Background: an optimization exercise with open tools, aiming at small area. Do not read the settings as production practice.
In this exercise RTL edits were held to simulation tests only and were not proved equivalent to the original.
Power figures rest on the tool's default switching activity, not on a simulated workload.

==> design.v <==
module keyboard_inner_driver(keyboard_clk, keyboard_data, clock50, reset, strobe, scan_code);
input keyboard_clk;
input keyboard_data;
input clock50;
input reset;
output strobe;        
output [7:0] scan_code;
reg clock;            
reg fb;               
reg [2:0] fc;         
reg kf, kfd;          
reg [3:0] st;
reg [7:0] shiftin;
wire kclk_rise = kf & ~kfd;
wire full = (fc == 3'd7);
assign strobe = (st == 4'd13);
assign scan_code = shiftin;
always @(posedge clock50)
    if (reset) clock <= 1'b0;
    else clock <= ~clock;
always @(posedge clock50)
begin
   if (reset)
   begin
      fb <= 1'b1;
      fc <= 3'd7;
      kf <= 1'b1;
      kfd <= 1'b1;
   end
   else
   begin
      kfd <= kf;
      if (clock)
      begin
         if (full) kf <= fb;
         if (keyboard_clk == fb) begin
            if (!full) fc <= fc + 3'd1;
         end else begin
            fb <= keyboard_clk;
            fc <= 3'd0;
         end
      end
   end
end
always @(posedge clock50)
begin
   if (reset)
      st <= 4'd14;
   else if (st[3] & (st[2] | st[1]))
   begin
      if (st[3] & st[2] & st[1])
      begin
         if (kclk_rise && keyboard_data == 1'b0) st <= 4'd0;
      end
      else st <= strobe ? 4'd14 : st + 4'd1;
   end
   else if (kclk_rise)
   begin
      if (st == 4'd9)
         st <= 4'd10;
      else
      begin
         st <= st + 4'd1;
         if (!st[3]) shiftin <= {keyboard_data, shiftin[7:1]};
      end
   end
end
endmodule
module keyboard_press_driver(
  input  CLOCK_50,
  output reg [2:0] ev,
  input    PS2DAT,  
  input    PS2CLK,  
  input reset
);
reg state;            
reg [2:0] fs;         
wire strobe;
wire [7:0] scan_code;
reg [2:0] k;
keyboard_inner_driver kbd(
  .keyboard_clk(PS2CLK),
  .keyboard_data(PS2DAT),
  .clock50(CLOCK_50),
  .reset(reset),
  .strobe(strobe),
  .scan_code(scan_code)
);
always @(*)
  case (scan_code)
    8'h16: k = 3'd1;
    8'h1e: k = 3'd2;
    8'h26: k = 3'd3;
    8'h1b: k = 3'd4;
    8'h23: k = 3'd5;
    8'h2b: k = 3'd6;
    8'h34: k = 3'd7;
    default: k = 3'd0;
  endcase
always @(posedge CLOCK_50)
  if (reset)
  begin
    state <= 1'b0;
    fs <= 3'd0;
  end
  else if (strobe)
  begin
    if (!state)
    begin
      if (scan_code == 8'hF0)
        state <= 1'b1;
      else if (scan_code != 8'hE0)
        fs <= k;
    end
    else
    begin
      state <= 1'b0;
      if (fs == k) fs <= 3'd0;
    end
  end
always @(*)
  if (strobe && (state || fs != k)) ev = k;
  else ev = 3'd0;
endmodule
module whac_a_mole(
	input        CLOCK_50,
	input        resetn,    
	input        restart,   
	input        PS2_DAT,
	input        PS2_CLK,
	output [6:0] HEX0,
	output [6:0] HEX1,
	output       plot,
	output [7:0] x,
	output [6:0] y,
	output [2:0] colour
	);
	wire [2:0] ev;
	keyboard_press_driver KEYBOARD(
		.CLOCK_50(CLOCK_50),
		.ev(ev),
		.PS2DAT(PS2_DAT),
		.PS2CLK(PS2_CLK),
		.reset(~resetn)
		);
	wire go = ~ev[2] & (ev[1] | ev[0]);
	reg [1:0] difficulty;
	always @(posedge CLOCK_50)
		if (!resetn) difficulty <= 2'b00;
		else if (ev == 3'd1) difficulty <= 2'b01;
		else if (ev == 3'd2) difficulty <= 2'b10;
	wire draw_mole, draw_hammer, draw_n, clear, erase, update, count, clear_end, m, compare, end_screen;
	wire [2:0] idx;
	wire move, f, f_en, finish;
	wire [7:0] score;
	wire [4:0] timer;
	assign plot = draw_mole | draw_hammer | clear | erase | draw_n | clear_end;
	control c0(
		.clk(CLOCK_50), .resetn(resetn), .go(go), .move(move), .f(f),
		.finish(finish), .restart(restart),
		.draw_mole(draw_mole), .draw_hammer(draw_hammer), .clear(clear), .erase(erase),
		.update(update), .count(count), .m(m), .draw_n(draw_n), .clear_end(clear_end),
		.compare(compare), .end_screen(end_screen), .idx(idx));
	datapath d0(
		.clk(CLOCK_50), .resetn(resetn), .restart(restart), .ev(ev),
		.draw_mole(draw_mole), .draw_hammer(draw_hammer), .erase(erase), .clear(clear),
		.update(update), .m(m), .draw_n(draw_n), .clear_end(clear_end), .compare(compare),
		.end_screen(end_screen), .idx(idx),
		.timer(timer), .difficulty(difficulty),
		.count(count), .f_en(f_en),
		.x(x), .y(y), .move(move), .rgb(colour), .score(score));
	number_top n0(
		.CLOCK_50(CLOCK_50), .resetn(resetn), .restart(restart), .go(go),
		.finish(finish), .timer(timer));
	reg [5:0] fq;
	wire [5:0] frame = (difficulty == 2'd2) ? 6'd9 : (difficulty == 2'd3) ? 6'd4 : 6'd14;
	assign f = f_en & (fq == frame);
	always @(posedge CLOCK_50) begin
		if (!count)
			fq <= 6'd0;
		else if (f_en)
			fq <= (fq == frame) ? 6'd0 : fq + 6'd1;
	end
	hex_decoder h0(.hex_digit(score[3:0]), .segments(HEX0));
	hex_decoder h1(.hex_digit(score[7:4]), .segments(HEX1));
endmodule
module control(
	input clk,
	input resetn,
	input go,
	input move, f,
	input finish, restart,
	output draw_mole, draw_hammer, clear, erase, update, count, m, draw_n, clear_end, compare,
	output end_screen,
	output [2:0] idx
	);
	localparam [2:0] G_NUM = 3'd0, G_MOLE = 3'd1, G_ERASE = 3'd2, G_HAM = 3'd3, G_END = 3'd4, G_MISC = 3'd5;
	localparam [2:0] M_CLEAR = 3'd0, M_WAIT = 3'd1, M_COUNT = 3'd2, M_CWAIT = 3'd3,
		M_UPDATE = 3'd4, M_CLEAR_END = 3'd5, M_ENDWAIT = 3'd6, M_RESTART = 3'd7;
	reg [2:0] g, ng;
	reg [2:0] i, ni;
	reg w, nw;
	assign idx = i;
	wire misc = (g == G_MISC);
	wire step = ~w & ~g[2] | ~w & (g == G_END);    
	assign draw_n = ~w & (g == G_NUM || g == G_END);
	assign draw_mole = ~w & (g == G_MOLE);
	assign erase = ~w & (g == G_ERASE);
	assign draw_hammer = ~w & (g == G_HAM);
	assign end_screen = g[2];
	assign clear = misc & (i == M_CLEAR);
	assign clear_end = misc & (i == M_CLEAR_END);
	assign update = misc & (i == M_UPDATE);
	assign count = misc & (i == M_COUNT);
	assign compare = misc & (i == M_ENDWAIT);
	assign m = ~(step | clear | clear_end | update | count);
	wire last = (g == G_NUM) ? (i == 3'd5) : (i[1:0] == 2'd3);
	always @(*) begin
		ng = g; ni = i; nw = w;
		if (misc) begin
			case (i)
			M_CLEAR:     if (move) ni = M_WAIT;
			M_WAIT:      if (go) begin ng = G_NUM; ni = 3'd0; end
			M_COUNT:     if (f) ni = M_CWAIT;
			M_CWAIT:     if (finish) ni = M_CLEAR_END; else begin ng = G_ERASE; ni = 3'd0; end
			M_UPDATE:    begin ng = G_HAM; ni = 3'd0; end
			M_CLEAR_END: if (move) ni = M_ENDWAIT;
			M_ENDWAIT:   begin ng = G_END; ni = 3'd0; end
			default:     ni = M_CLEAR;
			endcase
		end
		else if (g[2] & (g[1] | g[0])) begin
			ng = G_MISC; ni = M_CLEAR; nw = 1'b0;
		end
		else if (!w) begin
			if (move) nw = 1'b1;
		end
		else if (!last) begin
			ni = i + 3'd1;
			nw = 1'b0;
		end
		else begin
			nw = 1'b0;
			ni = 3'd0;
			case (g)
			G_NUM:   ng = G_MOLE;
			G_MOLE:  begin ng = G_MISC; ni = M_COUNT; end
			G_ERASE: begin ng = G_MISC; ni = M_UPDATE; end
			G_HAM:   ng = G_NUM;
			default: if (restart) begin ni = i; nw = 1'b1; end else begin ng = G_MISC; ni = M_RESTART; end
			endcase
		end
	end
	always @(posedge clk)
		if (!resetn) begin
			g <= G_MISC; i <= M_CLEAR; w <= 1'b0;
		end else begin
			g <= ng; i <= ni; w <= nw;
		end
endmodule
module datapath(
	input clk,
	input resetn, restart,
	input [2:0] ev,
	input draw_mole, draw_hammer, erase, clear, update, m, draw_n, clear_end, compare,
	input end_screen,
	input [2:0] idx,
	input [4:0] timer,
	input [1:0] difficulty,
	input count,
	output f_en,
	output reg [7:0] x,
	output reg [6:0] y,
	output move,
	output reg [2:0] rgb,
	output reg [7:0] score
	);
	reg [7:0] highscore;
	reg [7:0] counter;
	reg fc;               
	reg x1;
	wire [7:0] x_inc = (x == 8'd159) ? 8'd0 : x + 8'd1;
	wire [7:0] x_counter = fc ? {7'd0, x1} : x_inc;
	reg i20;              
	reg [15:0] mole;
	reg [19:0] sp;
	reg [3:0] direction;
	reg [3:0] score_reg, hammer, hammer_to_draw, hammer_up, h_state;
	reg [3:0] seqbit;
	integer k;
	localparam [23:0] S1 = 24'b110000111100101100110000,
		S2 = 24'b110011000110011110110011,
		S3 = 24'b000110011011000111001100,
		S4 = 24'b001101100110110011011011;
	always @(*) begin
		for (k = 0; k < 4; k = k + 1) begin
			case (k)
			0: seqbit[k] = S1[5'd23 - sp[5*k +: 5]];
			1: seqbit[k] = S2[5'd23 - sp[5*k +: 5]];
			2: seqbit[k] = S3[5'd23 - sp[5*k +: 5]];
			default: seqbit[k] = S4[5'd23 - sp[5*k +: 5]];
			endcase
		end
	end
	wire [1:0] mid = idx[1:0];
	reg [7:0] x_posi;
	reg [6:0] y_posi;
	reg xb, xi;
	reg [6:0] yo;
	always @(*) begin
		if (draw_n) begin
			if (end_screen) x_posi = idx[0] ? 8'd101 : 8'd95;
			else case (idx)
				3'd0: x_posi = 8'd32;
				3'd1: x_posi = 8'd38;
				3'd2: x_posi = 8'd74;
				3'd3: x_posi = 8'd80;
				3'd4: x_posi = 8'd86;
				default: x_posi = 8'd134;
			endcase
		end else case (mid)
			2'd0: x_posi = 8'd19;
			2'd1: x_posi = 8'd43;
			2'd2: x_posi = 8'd67;
			default: x_posi = 8'd91;
		endcase
		if (draw_hammer) y_posi = h_state[mid] ? 7'd48 : 7'd45;
		else if (erase) y_posi = 7'd45;
		else if (draw_n) y_posi = end_screen ? (idx[1] ? 7'd59 : 7'd45) : 7'd13;
		else if (draw_mole) y_posi = {3'b011, mole[4*mid +: 4]};
		else y_posi = 7'd25;
		if (draw_n) begin
			xb = (counter[1:0] == 2'd0); xi = 1'b1;
			yo = {4'b0, counter[4:2]};
		end
		else if (draw_mole) begin
			xb = (counter[5:0] == 6'd0); xi = (counter[2:0] == 3'd0);
			yo = {4'b0, counter[2:0]};
		end
		else if (draw_hammer) begin
			xb = (counter[4:0] == 5'd0); xi = (counter[1:0] == 2'd0);
			yo = {5'b0, counter[1:0]};
		end
		else if (erase) begin
			xb = (counter[2:0] == 3'd0); xi = 1'b1;
			yo = {2'b0, counter[7:3]};
		end
		else begin
			xb = 1'b0; xi = 1'b0;
			yo = counter[6:0];
		end
	end
	wire [7:0] x_next = xb ? x_posi : xi ? x_inc : x;
	wire [6:0] y_next = y_posi + yo;
	wire tsel = ~end_screen & (idx == 3'd3 || idx == 3'd4);
	wire dsel = ~end_screen & (idx == 3'd2 || idx == 3'd5);
	wire [7:0] val = (end_screen & idx[1]) ? highscore : tsel ? {3'b000, timer} :
		dsel ? {6'd0, difficulty} : score;
	wire [7:0] tens = val / 8'd10;
	wire [7:0] units = val % 8'd10;
	wire usel = end_screen ? idx[0] : (idx == 3'd1 || idx == 3'd4 || idx == 3'd5);
	wire [3:0] digit = usel ? units[3:0] : tens[3:0];
	reg [19:0] seq_20;
	always @(*)
		case (digit)
		4'd1: seq_20 = 20'b0100_0100_0100_0100_0100;
		4'd2: seq_20 = 20'b0111_0001_0111_0100_0111;
		4'd3: seq_20 = 20'b0111_0100_0111_0100_0111;
		4'd4: seq_20 = 20'b0100_0100_0111_0101_0101;
		4'd5: seq_20 = 20'b0111_0100_0111_0001_0111;
		4'd6: seq_20 = 20'b0111_0101_0111_0001_0111;
		4'd7: seq_20 = 20'b0100_0100_0100_0100_0111;
		4'd8: seq_20 = 20'b0111_0101_0111_0101_0111;
		4'd9: seq_20 = 20'b0111_0100_0111_0101_0111;
		default: seq_20 = 20'b0111_0101_0101_0101_0111;
		endcase
	wire [20:0] seq_sh = {seq_20, ~i20 & seq_20[0]};
	wire digit_black = seq_sh[counter[4:0]];
	wire end_black;
	end_picture ep(.x(x), .yc(counter[6:0]), .black(end_black));
	assign f_en = (counter[6:0] == 7'd99);
	assign move = ((clear | clear_end) & ~fc & (x == 8'd159) & (counter[6:0] == 7'd0))
		| (draw_n & (counter[4:0] == 5'd20))
		| (draw_mole & counter[6])
		| (draw_hammer & counter[5])
		| (erase & (counter == 8'd160));
	always @(posedge clk) begin
		if (resetn == 0) begin
			x <= 8'd0; y <= 7'd0; rgb <= 3'd0;
			score <= 8'd0; highscore <= 8'd0;
			fc <= 1'b1; x1 <= 1'b0; counter <= 8'd0; i20 <= 1'b0;
			for (k = 0; k < 4; k = k + 1) begin
				mole[4*k +: 4] <= 4'd11;
				sp[5*k +: 5] <= 5'd0;
			end
			hammer <= 4'b0; hammer_to_draw <= 4'b0; hammer_up <= 4'b0; h_state <= 4'b0;
			score_reg <= 4'b0; direction <= 4'b0;
		end
		else begin
			if (restart == 0) begin
				x <= 8'd0; y <= 7'd0; rgb <= 3'd0;
				score <= 8'd0;
				x1 <= 1'b0; counter <= 8'd0; i20 <= 1'b0;
				for (k = 0; k < 4; k = k + 1) begin
					mole[4*k +: 4] <= 4'd11;
					sp[5*k +: 5] <= 5'd0;
				end
				hammer <= 4'b0; hammer_to_draw <= 4'b0; hammer_up <= 4'b0; h_state <= 4'b0;
				score_reg <= 4'b0; direction <= 4'b0;
			end
			fc <= ~(clear | clear_end);
			if (m) counter <= 8'd0;
			if (count) counter <= f_en ? 8'd0 : counter + 8'd1;
			if (compare) begin
				if (score > highscore) highscore <= score;
			end
			if (update) begin
				x1 <= 1'b0;
				hammer_to_draw <= hammer;
				hammer <= 4'd0;
				hammer_up <= hammer_to_draw;
				score <= score + score_reg[0] + score_reg[1] + score_reg[2] + score_reg[3];
				score_reg <= 4'd0;
				for (k = 0; k < 4; k = k + 1) begin
					if (mole[4*k +: 4] == 4'd11) begin
						direction[k] <= seqbit[k];
						sp[5*k +: 5] <= (sp[5*k +: 5] == 5'd23) ? 5'd0 : sp[5*k +: 5] + 5'd1;
					end
					else if (mole[4*k +: 4] == 4'd3)
						direction[k] <= 1'b0;
					if (direction[k]) begin
						if (mole[4*k +: 4] != 4'd3) mole[4*k +: 4] <= mole[4*k +: 4] - 4'd1;
					end
					else begin
						if (mole[4*k +: 4] != 4'd11) mole[4*k +: 4] <= mole[4*k +: 4] + 4'd1;
					end
				end
				h_state <= hammer_up;
			end
			if (update == 0) begin
				for (k = 0; k < 4; k = k + 1)
					if (ev == 3'd4 + k) begin
						hammer[k] <= 1'b1;
						if (mole[4*k +: 4] == 4'd3 || (mole[4*k +: 4] == 4'd4 && direction[k]))
							score_reg[k] <= 1'b1;
					end
			end
			if (clear | clear_end) begin
				if (clear) rgb <= (counter[6:0] < 7'd35) ? 3'b111 : 3'b000;
				else rgb <= (end_black & ~fc) ? 3'b000 : 3'b111;
				x1 <= (x_counter == 8'd0);
				if (x_counter == 8'd159)
					counter <= (counter[6:0] == 7'd94) ? 8'd0 : counter + 8'd1;
				x <= x_counter;
				y <= y_next;
			end
			if (draw_n | draw_mole | draw_hammer | erase) begin
				counter <= counter + 8'd1;
				x <= x_next;
				y <= y_next;
			end
			if (draw_n) begin
				i20 <= (counter[4:0] == 5'd20);
				rgb <= digit_black ? 3'b000 : 3'b111;
			end
			if (draw_mole) begin
				rgb <= 3'b110;
				if (counter[2:0] == 3'd0) begin
					if (counter[5:3] == 3'd0 || counter[5:3] == 3'd3 || counter[5:3] == 3'd4 || counter[5:3] == 3'd7)
						rgb <= 3'b111;
				end
				if (counter[2:0] == 3'd2 || counter[2:0] == 3'd3) begin
					if (counter[5:3] == 3'd2 || counter[5:3] == 3'd5)
						rgb <= 3'b000;
				end
				if (counter[2:0] == 3'd5) begin
					if (counter[5:3] == 3'd3 || counter[5:3] == 3'd4)
						rgb <= 3'b100;
				end
				if (counter[2:0] == 3'd6 || counter[2:0] == 3'd7)
					rgb <= 3'b000;
			end
			if (draw_hammer) begin
				if (hammer_to_draw[mid] == 1'b1 || hammer_up[mid] == 1'b1) begin
					rgb <= 3'b011;
					if (counter[4]) begin
						if (counter[1:0] == 2'd0 || counter[1:0] == 2'd3) rgb <= 3'b111;
						else rgb <= 3'b101;
					end
				end
				else rgb <= 3'b111;
			end
			if (erase) begin
				rgb <= (counter[7:3] < 5'd16) ? 3'b111 : 3'b000;
			end
		end
	end
endmodule
module number_top(
	input CLOCK_50, resetn, restart, go,
	output reg finish,
	output reg [4:0] timer
	);
	reg watch;
	reg [6:0] q1;
	reg [5:0] q2;
	wire frame_en = watch & (q1 == 7'd99);
	wire en = frame_en & (q2 == 6'd59);
	always @(posedge CLOCK_50) begin
		if (!resetn) begin
			q1 <= 7'd0;
			q2 <= 6'd0;
		end else begin
			if (watch) q1 <= (q1 == 7'd99) ? 7'd0 : q1 + 7'd1;
			if (frame_en) q2 <= (q2 == 6'd59) ? 6'd0 : q2 + 6'd1;
		end
	end
	always @(posedge CLOCK_50) begin
		if (resetn == 0 || restart == 0) begin
			timer <= 5'd30;
			finish <= 1'b0;
			watch <= 1'b0;
		end
		else begin
			if (go) watch <= 1'b1;
			if (watch) begin
				if (timer == 5'd0) begin
					timer <= 5'd30;
					finish <= 1'b1;
					watch <= 1'b0;
				end
				else if (en)
					timer <= timer - 5'd1;
			end
		end
	end
endmodule
module end_picture(input [7:0] x, input [6:0] yc, output reg black);
	always @(*) begin
		if (yc >= 7'd51) black = 1'b1;
		else case (yc)
		7'd3: black = x == 54 || x == 55 || x == 56 || x == 57 || x == 60 || x == 61 || x == 64 || x == 65 || x == 66 || x == 68 || x == 69 || x == 73 || x == 74 || x == 81 || x == 82 || x == 83 || x == 86 || x == 90 || x == 93 || x == 94 || x == 97 || x == 99;
		7'd4: black = x == 53 || x == 57 || x == 62 || x == 64 || x == 67 || x == 70 || x == 72 || x == 75 || x == 80 || x == 84 || x == 87 || x == 89 || x == 92 || x == 95 || x == 97 || x == 98;
		7'd5: black = x == 53 || x == 57 || x == 60 || x == 61 || x == 62 || x == 64 || x == 67 || x == 70 || x == 72 || x == 73 || x == 74 || x == 75 || x == 80 || x == 84 || x == 87 || x == 89 || x == 92 || x == 93 || x == 94 || x == 97;
		7'd6: black = x == 53 || x == 57 || x == 59 || x == 62 || x == 64 || x == 67 || x == 70 || x == 72 || x == 80 || x == 84 || x == 87 || x == 89 || x == 92 || x == 95 || x == 97;
		7'd7: black = x == 54 || x == 55 || x == 56 || x == 57 || x == 60 || x == 61 || x == 62 || x == 64 || x == 67 || x == 70 || x == 73 || x == 74 || x == 75 || x == 81 || x == 82 || x == 83 || x == 88 || x == 93 || x == 94 || x == 95 || x == 97;
		7'd8: black = x == 57;
		7'd9: black = x == 54 || x == 55 || x == 56;
		7'd20: black = x == 41 || x == 45 || x == 48 || x == 49 || x == 50 || x == 53 || x == 57 || x == 59 || x == 61 || x == 66 || x == 67 || x == 68 || x == 71 || x == 72 || x == 73 || x == 76 || x == 77 || x == 78 || x == 81 || x == 83 || x == 86 || x == 87 || x == 91;
		7'd21: black = x == 42 || x == 44 || x == 47 || x == 51 || x == 53 || x == 57 || x == 59 || x == 60 || x == 66 || x == 70 || x == 75 || x == 79 || x == 81 || x == 82 || x == 85 || x == 88 || x == 91;
		7'd22: black = x == 42 || x == 44 || x == 47 || x == 51 || x == 53 || x == 57 || x == 59 || x == 67 || x == 70 || x == 75 || x == 79 || x == 81 || x == 85 || x == 86 || x == 87 || x == 88;
		7'd23: black = x == 42 || x == 44 || x == 47 || x == 51 || x == 53 || x == 57 || x == 59 || x == 68 || x == 70 || x == 75 || x == 79 || x == 81 || x == 85 || x == 91;
		7'd24: black = x == 43 || x == 48 || x == 49 || x == 50 || x == 54 || x == 55 || x == 56 || x == 57 || x == 59 || x == 66 || x == 67 || x == 68 || x == 71 || x == 72 || x == 73 || x == 76 || x == 77 || x == 78 || x == 81 || x == 86 || x == 87 || x == 88 || x == 91;
		7'd25: black = x == 43;
		7'd26: black = x == 42;
		7'd31: black = x == 31 || x == 45;
		7'd32: black = x == 31 || x == 37 || x == 45 || x == 60;
		7'd33: black = x == 31 || x == 45 || x == 60;
		7'd34: black = x == 31 || x == 32 || x == 33 || x == 34 || x == 37 || x == 40 || x == 41 || x == 42 || x == 43 || x == 45 || x == 46 || x == 47 || x == 48 || x == 52 || x == 53 || x == 56 || x == 57 || x == 58 || x == 60 || x == 61 || x == 66 || x == 67 || x == 68 || x == 71 || x == 72 || x == 73 || x == 76 || x == 77 || x == 78 || x == 81 || x == 83 || x == 86 || x == 87 || x == 91;
		7'd35: black = x == 31 || x == 35 || x == 37 || x == 39 || x == 43 || x == 45 || x == 49 || x == 51 || x == 54 || x == 56 || x == 60 || x == 66 || x == 70 || x == 75 || x == 79 || x == 81 || x == 82 || x == 85 || x == 88 || x == 91;
		7'd36: black = x == 31 || x == 35 || x == 37 || x == 39 || x == 43 || x == 45 || x == 49 || x == 51 || x == 52 || x == 53 || x == 54 || x == 57 || x == 60 || x == 67 || x == 70 || x == 75 || x == 79 || x == 81 || x == 85 || x == 86 || x == 87 || x == 88;
		7'd37: black = x == 31 || x == 35 || x == 37 || x == 39 || x == 43 || x == 45 || x == 49 || x == 51 || x == 58 || x == 60 || x == 68 || x == 70 || x == 75 || x == 79 || x == 81 || x == 85 || x == 91;
		7'd38: black = x == 31 || x == 35 || x == 37 || x == 40 || x == 41 || x == 42 || x == 43 || x == 45 || x == 49 || x == 52 || x == 53 || x == 54 || x == 56 || x == 57 || x == 58 || x == 61 || x == 66 || x == 67 || x == 68 || x == 71 || x == 72 || x == 73 || x == 76 || x == 77 || x == 78 || x == 81 || x == 86 || x == 87 || x == 88 || x == 91;
		7'd39: black = x == 43;
		7'd40: black = x == 40 || x == 41 || x == 42;
		default: black = 1'b0;
		endcase
	end
endmodule
module hex_decoder(hex_digit, segments);
	input [3:0] hex_digit;
	output [6:0] segments;
	wire [15:0] s0 = 16'b0010100000010010;
	wire [15:0] s1 = 16'b1101100001100000;
	wire [15:0] s2 = 16'b1101000000000100;
	wire [15:0] s3 = 16'b1000011010010010;
	wire [15:0] s4 = 16'b0000001010111010;
	wire [15:0] s5 = 16'b0010000010001110;
	wire [15:0] s6 = 16'b0001000010000011;
	assign segments = {s6[hex_digit], s5[hex_digit], s4[hex_digit], s3[hex_digit], s2[hex_digit], s1[hex_digit], s0[hex_digit]};
endmodule
==> flow/run.sh <==
#!/bin/bash
# Layout flow: the standard synthesis, then the logic between the
# flip-flops is mapped again with a stronger ABC script (the flip-flops, their
# names and cell types are kept as the standard synthesis made them), then
# the standard layout steps from the floorplan on.
set -euo pipefail
HERE=$(pwd)
R=$HERE/orfs/results/${FLOW_PLATFORM:-sky130hd}/whac_a_mole/base
LIB=$FLOW_HOME/platforms/sky130hd/lib/sky130_fd_sc_hd__tt_025C_1v80.lib
YOSYS=yosys
[ -x "$FLOW_HOME/../tools/install/yosys/bin/yosys" ] && YOSYS=$FLOW_HOME/../tools/install/yosys/bin/yosys

# 1. standard synthesis
bash standard.sh synth > synth_standard.log 2>&1
cp $R/1_2_yosys.v $HERE/netlist_standard.v

# 2. map the combinational logic again
python3 flow/mkmap.py $LIB $HERE/cellmap.v > mkmap.log 2>&1
DONT_USE=$(grep -o "^abc -script.*" $HERE/orfs/logs/sky130hd/whac_a_mole/base/1_2_yosys.log | head -1 | grep -oE "\-dont_use [A-Za-z0-9_]+" | tr '\n' ' ')
# four runs of the ABC script with different seeds; the smallest is kept
resyn() {
  sed "s/@SEED@/$1/" flow/resyn.abc > $HERE/resyn$1.abc
  $YOSYS -l resyn_yosys$1.log -p "
read_liberty -lib $LIB
read_verilog $HERE/netlist_standard.v
hierarchy -top $FLOW_TOP
setattr -set keep 1 t:*__df* t:*__edf* t:*__sdf* t:*__dl* t:*__sedf*
techmap -map $HERE/cellmap.v
techmap
opt -purge
abc -script $HERE/resyn$1.abc -liberty $LIB $DONT_USE
opt_clean -purge
hilomap -singleton -hicell sky130_fd_sc_hd__conb_1 HI -locell sky130_fd_sc_hd__conb_1 LO
insbuf -buf sky130_fd_sc_hd__buf_4 A X
splitnets
opt_clean -purge
check -assert -mapped
tee -o $HERE/resyn_stat$1.txt stat -liberty $LIB
write_verilog -noattr -nohex -nodec $HERE/netlist_resyn$1.v
" > resyn_yosys$1.out 2>&1
}
resyn 1 & resyn 2 & resyn 3 & resyn 4 & wait
best=""; besta=""
for k in 1 2 3 4; do
  a=$(grep -o "Chip area for module .*: [0-9.]*" $HERE/resyn_stat$k.txt 2>/dev/null | awk '{print $NF}' || true)
  [ -z "$a" ] && continue
  if [ -z "$besta" ] || awk "BEGIN{exit !($a < $besta)}"; then best=$k; besta=$a; fi
done
echo "areas: $(grep -ho 'Chip area for module .*: [0-9.]*' $HERE/resyn_stat?.txt | awk '{print $NF}' | tr '\n' ' ' || true) kept run $best" > resyn_pick.log
cp $HERE/netlist_resyn$best.v $HERE/netlist_resyn.v

# the flip-flops must be the standard synthesis's, by name and cell type
ffs() { grep -oE "sky130_fd_sc_hd__(df|edf|sdf|sedf|dl)[a-z0-9_]* [^ (]+" "$1" | grep -v dlygate | sort; }
if [ "$(ffs $HERE/netlist_standard.v)" != "$(ffs $HERE/netlist_resyn.v)" ]; then
  echo "flip-flops differ; keeping the standard netlist" > resyn_check.log
else
  echo "flip-flops match" > resyn_check.log
  cp $HERE/netlist_resyn.v $R/1_2_yosys.v
  rm -f $R/1_synth.odb $R/1_synth.sdc
fi

# 3. the rest of the standard layout, with the smallest buffer on the ports
# and a clock tree of small buffers without dummy loads
CTS="-sink_clustering_enable -repair_clock_nets -dont_use_dummy_load -buf_list {$(cat flow/cts_bufs.txt)}"
bash standard.sh "BUFFER_PORTS_ARGS=-buffer_cell sky130_fd_sc_hd__buf_1" "CTS_ARGS=$CTS" finish > layout_standard.log 2>&1
==> flow/cts_bufs.txt <==
sky130_fd_sc_hd__clkbuf_4 sky130_fd_sc_hd__clkbuf_8
==> flow/mkmap.py <==
# Writes a yosys techmap file that turns each combinational sky130hd cell
# into its logic function (from the liberty), so the logic between the
# flip-flops can be mapped again.
import re, sys
lib = open(sys.argv[1]).read()
out = []
pos = 0
for m in re.finditer(r'\n\s*cell\s*\(\s*"?([\w]+)"?\s*\)\s*\{', lib):
    pass
# split into cell blocks by brace matching
i = 0
cells = []
while True:
    m = re.compile(r'\bcell\s*\(\s*"?(\w+)"?\s*\)\s*\{').search(lib, i)
    if not m: break
    depth = 1; j = m.end()
    while depth:
        c = lib[j]
        if c == '{': depth += 1
        elif c == '}': depth -= 1
        j += 1
    cells.append((m.group(1), lib[m.end():j-1]))
    i = j
def conv(f):
    f = f.strip().strip('"')
    f = f.replace('!', '~').replace('*', '&').replace('+', '|')
    # juxtaposition (space) means AND in liberty: "A B" -> A & B
    f = re.sub(r'(\w|\))\s+(?=[\w(~])', r'\1 & ', f)
    return f
n = 0
for name, body in cells:
    if re.search(r'\b(ff|latch|statetable)\s*\(', body): continue
    pins = []
    for pm in re.finditer(r'\bpin\s*\(\s*"?(\w+)"?\s*\)\s*\{', body):
        depth = 1; j = pm.end()
        while depth:
            c = body[j]
            if c == '{': depth += 1
            elif c == '}': depth -= 1
            j += 1
        pb = body[pm.end():j-1]
        d = re.search(r'direction\s*:\s*"?(\w+)"?', pb)
        fn = re.search(r'\bfunction\s*:\s*("[^"]*"|[^;]*);', pb)
        pins.append((pm.group(1), d.group(1) if d else None, fn.group(1) if fn else None))
    outs = [p for p in pins if p[1] == 'output']
    ins = [p for p in pins if p[1] == 'input']
    if not outs or any(o[2] is None for o in outs): continue
    if any(p[1] not in ('input', 'output') for p in pins): continue
    out.append('module %s (%s);' % (name, ', '.join(p[0] for p in pins)))
    for p in ins: out.append('  input %s;' % p[0])
    for p in outs: out.append('  output %s;' % p[0])
    for p in outs: out.append('  assign %s = %s;' % (p[0], conv(p[2])))
    out.append('endmodule')
    n += 1
open(sys.argv[2], 'w').write('\n'.join(out) + '\n')
print(n, 'cells')
==> flow/resyn.abc <==
strash
&get -n
&deepsyn -T 420 -S @SEED@
&put
dch -f
amap
==> standard.sh <==
#!/bin/bash
# synth_recipe.tcl (not shown) runs the flow's synth.tcl, then flattens the netlist and writes it again
# the make line also repeats each setting of config.mk as NAME=value (left out here)
make -C /OpenROAD-flow-scripts/flow DESIGN_CONFIG=/design/flow/config.mk WORK_HOME=/design/flow/orfs CLKGATE_MAP_FILE= SYNTH_SCRIPT=/design/flow/synth_recipe.tcl "${@:-finish}"
==> config.mk <==
export PLATFORM = sky130hd
export DESIGN_NAME = whac_a_mole
export DESIGN_NICKNAME = whac_a_mole
export VERILOG_FILES = /design/flow/design.v
export SDC_FILE = /design/flow/constraint.sdc
export NUM_CORES = 4
export LEC_CHECK = 0
export ABC_AREA = 1
export CAP_MARGIN = 5
export CORE_MARGIN = 2
export CORE_UTILIZATION = 60
export SLEW_MARGIN = 5
==> constraint.sdc <==
create_clock -name core_clock -period 10.0 [get_ports {CLOCK_50}]
set_input_delay 2.0000 -clock core_clock [delete_from_list [all_inputs] [get_ports {CLOCK_50}]]
set_output_delay 2.0000 -clock core_clock [all_outputs]
set_load 0.01 [all_outputs]
==> summary.txt <==
==> metal layers <==
metal	GRT usage, %	vias to the layer above
met4	12.5	0
met3	7.58	113
met1	44.5	4535
met2	54.5	524
li1	-	4884
met5	0	-
==> final timing paths <==
path                                 startpoint          endpoint  slack (ps)
worst max-delay path                    c0.i[0]         d0.rgb[1]        3960
worst min-delay path            KEYBOARD.kbd.kf  KEYBOARD.kbd.kfd         430
worst max register to register          c0.i[0]         d0.rgb[1]        3960
worst min register to register  KEYBOARD.kbd.kf  KEYBOARD.kbd.kfd         430
==> layout make-up <==
| class | count | area share, % |
|---|---|---|
| repair buffers | 42 | 1.80 |
| flip-flops and latches | 163 | 34.1 |
| clock buffers | 17 | 2.39 |
| inverters | 200 | 7.66 |
| well taps | 188 | 2.40 |
| multi-input cells | 951 | 51.7 |
==> cell usage in the layout (no fill, tap or decap), drive strengths merged, types with 8 or more instances in the layout <==
master and count:
nor4 11, o211ai 10, buf 42, nand2 110
a211oi 22, a31oi 26, nor3 63, o31ai 10
nor2 270, or2 11, o21a 16, o22ai 50
and3 8, clkbuf 17, clkinv 200, a221oi 13
o32ai 17, a22oi 8, o21ai 94, nand3 25
edfxtp 8, or3 11, o221ai 12, dfxtp 155
nor2b 8, a21oi 69
==> power breakdown <==
| part | leakage, nW | switching, mW | internal [mW] |
|---|---|---|---|
| clock network | 0.122 | 0.211 | 0.150 |
| logic | 1.75 | 0.490 | 0.209 |
| registers | 1.33 | 0.0678 | 0.698 |
| total | 3.20 | 0.769 | 1.06 |
==> tightest hold or removal path: stages (launching register included) <==
cell and delay [ps]:
dfxtp_1 320, clkinv_1 60, nand2_1 50
==> out/metrics.cfg <==
[setup_path]
crit_arrival_ps = 6360
slowest_delay_ps = 850
crit_cells = 27
critPathTopFamily = compound AO/OA/AOI/OAI gates
start_kind = register
crit_top_cell = nor2_1
crit_path_end_kind = register
crit_path_max_fanout = 11
crit_buf_inv = 4
cp.required_ps = 10320
worstSetupPathType = register to register
reg2regPathDepth = 27
critPathSlowestCell = a2111oi_0

[floorplan]
core_area_um2 = 15100
start_util_pct = 60.8
die_area_um2 = 16300
fp-row-count = 45
die_x_um = 128
ios = 38
chipHeight_um = 128

[power]
powerDensity_nw_per_um2 = 186
leakage_nw = 3.20
power.total_mw = 1.83
peakVddDrop_mv = 0.114

[route]
drc = 0
first_iter_violations = 1234
met2WireLength_um = 12100
routed.top_layer = met4
vias = 10056
drtAntennaViolNets = 0
drt_pass1_iterations = 6
wl_met3_um = 2300
wl_per_cell_um = 17.3
routed_wl_um = 27000
viasPerCell = 6.44
wl_met1_um = 11500

[layout]
num-nets-final = 1380
drive_gt1_share_pct = 1.60
antenna_cells = 0
num-fill-cells = 1395
fin_cells = 1561
largest_reg_flops = 20
postLayoutCoreUtil_pct = 65.0
syn_to_final_growth_pct = 6.96
fin_area_um2 = 9810
seq_area_um2 = 3340
multiInputGateArea_um2 = 5070

[timing]
finClkSkew_ps = 33.9
worst_slack_ps = 3960
final_max_slew_viol_count = 0
worst_pin_slew_ps = 994
fmax_mhz = 166
tns_ps = 0
rsz0062_at_grt = false
layout_min_cycle_time_ps = 6040
hold_violations = 0
fin_hold_ws_ps = 431
max_slew_margin_pct = 32.0
period_share_pct = 60.4
setup_violations = 0

[synth]
synth.cell_area_um2 = 9170
syn_inst = 1315
synth.avg_cell_area_um2 = 6.97
synth_warnings = 7
syn_nets = 1320

[clock_network]
hold_buffers = 0
clkTransAtPathRegs_ps = 100
clock_latency_ps = 470
cts_repair_resize_count = 0
numCtsBuffers = 17
cts_sinks = 163
h-tree-depth = 4
cts_tree = done
clockRootBuffer = clkbuf_8
cts_setup_buffers = 0
clock_path_buffers = 2

[place]
hpwl_um = 20300
portBuffers = 37
post_dp_cell_area_um2 = 9570
routabilityCongestion = 1.04
place_inst = 1544
preCtsSetupSlack_ps = 4170

[global_routing]
antenna_found_initial = 0
grt-ovfl-total = 0
grt_max_degree = 27
grt_pass1_vias = 9143
track_usage_pct = 33.8
grt_pass1_wl_um = 44400

[status]
status = complete, no violations

[flow_run]
maxCapViolCount = 0

[min_path]
hold-path-cell-count = 2
hp-class = register to register

==> port drivers added, routing unchanged <==
In the flow no input, the clock included, has a driving cell. The finished layout below was timed again as built, in two steps. Step 1 sets driving cells, clkbuf_16 on the clock port and buf_2 on the other inputs (assumed; they add their load-dependent delay and slew). Step 2 times the ports against the registers' clock, not the clock port: input delays grow and output delays shrink by t, the midpoint of the rising clock arrivals with the driver on. a / b / c = no drivers / after step 1 / after step 2; a / b = the first two.
t, ns: 0.498
setup slack, ns: 3.964 / 3.964 / 3.964
latest minus earliest clock arrival (ns): 0.044 / 0.044
After both steps setup and hold are still met in this run. The setup slack of this run moves by 0.000 ns with the drivers and by 0.000 ns with both steps.
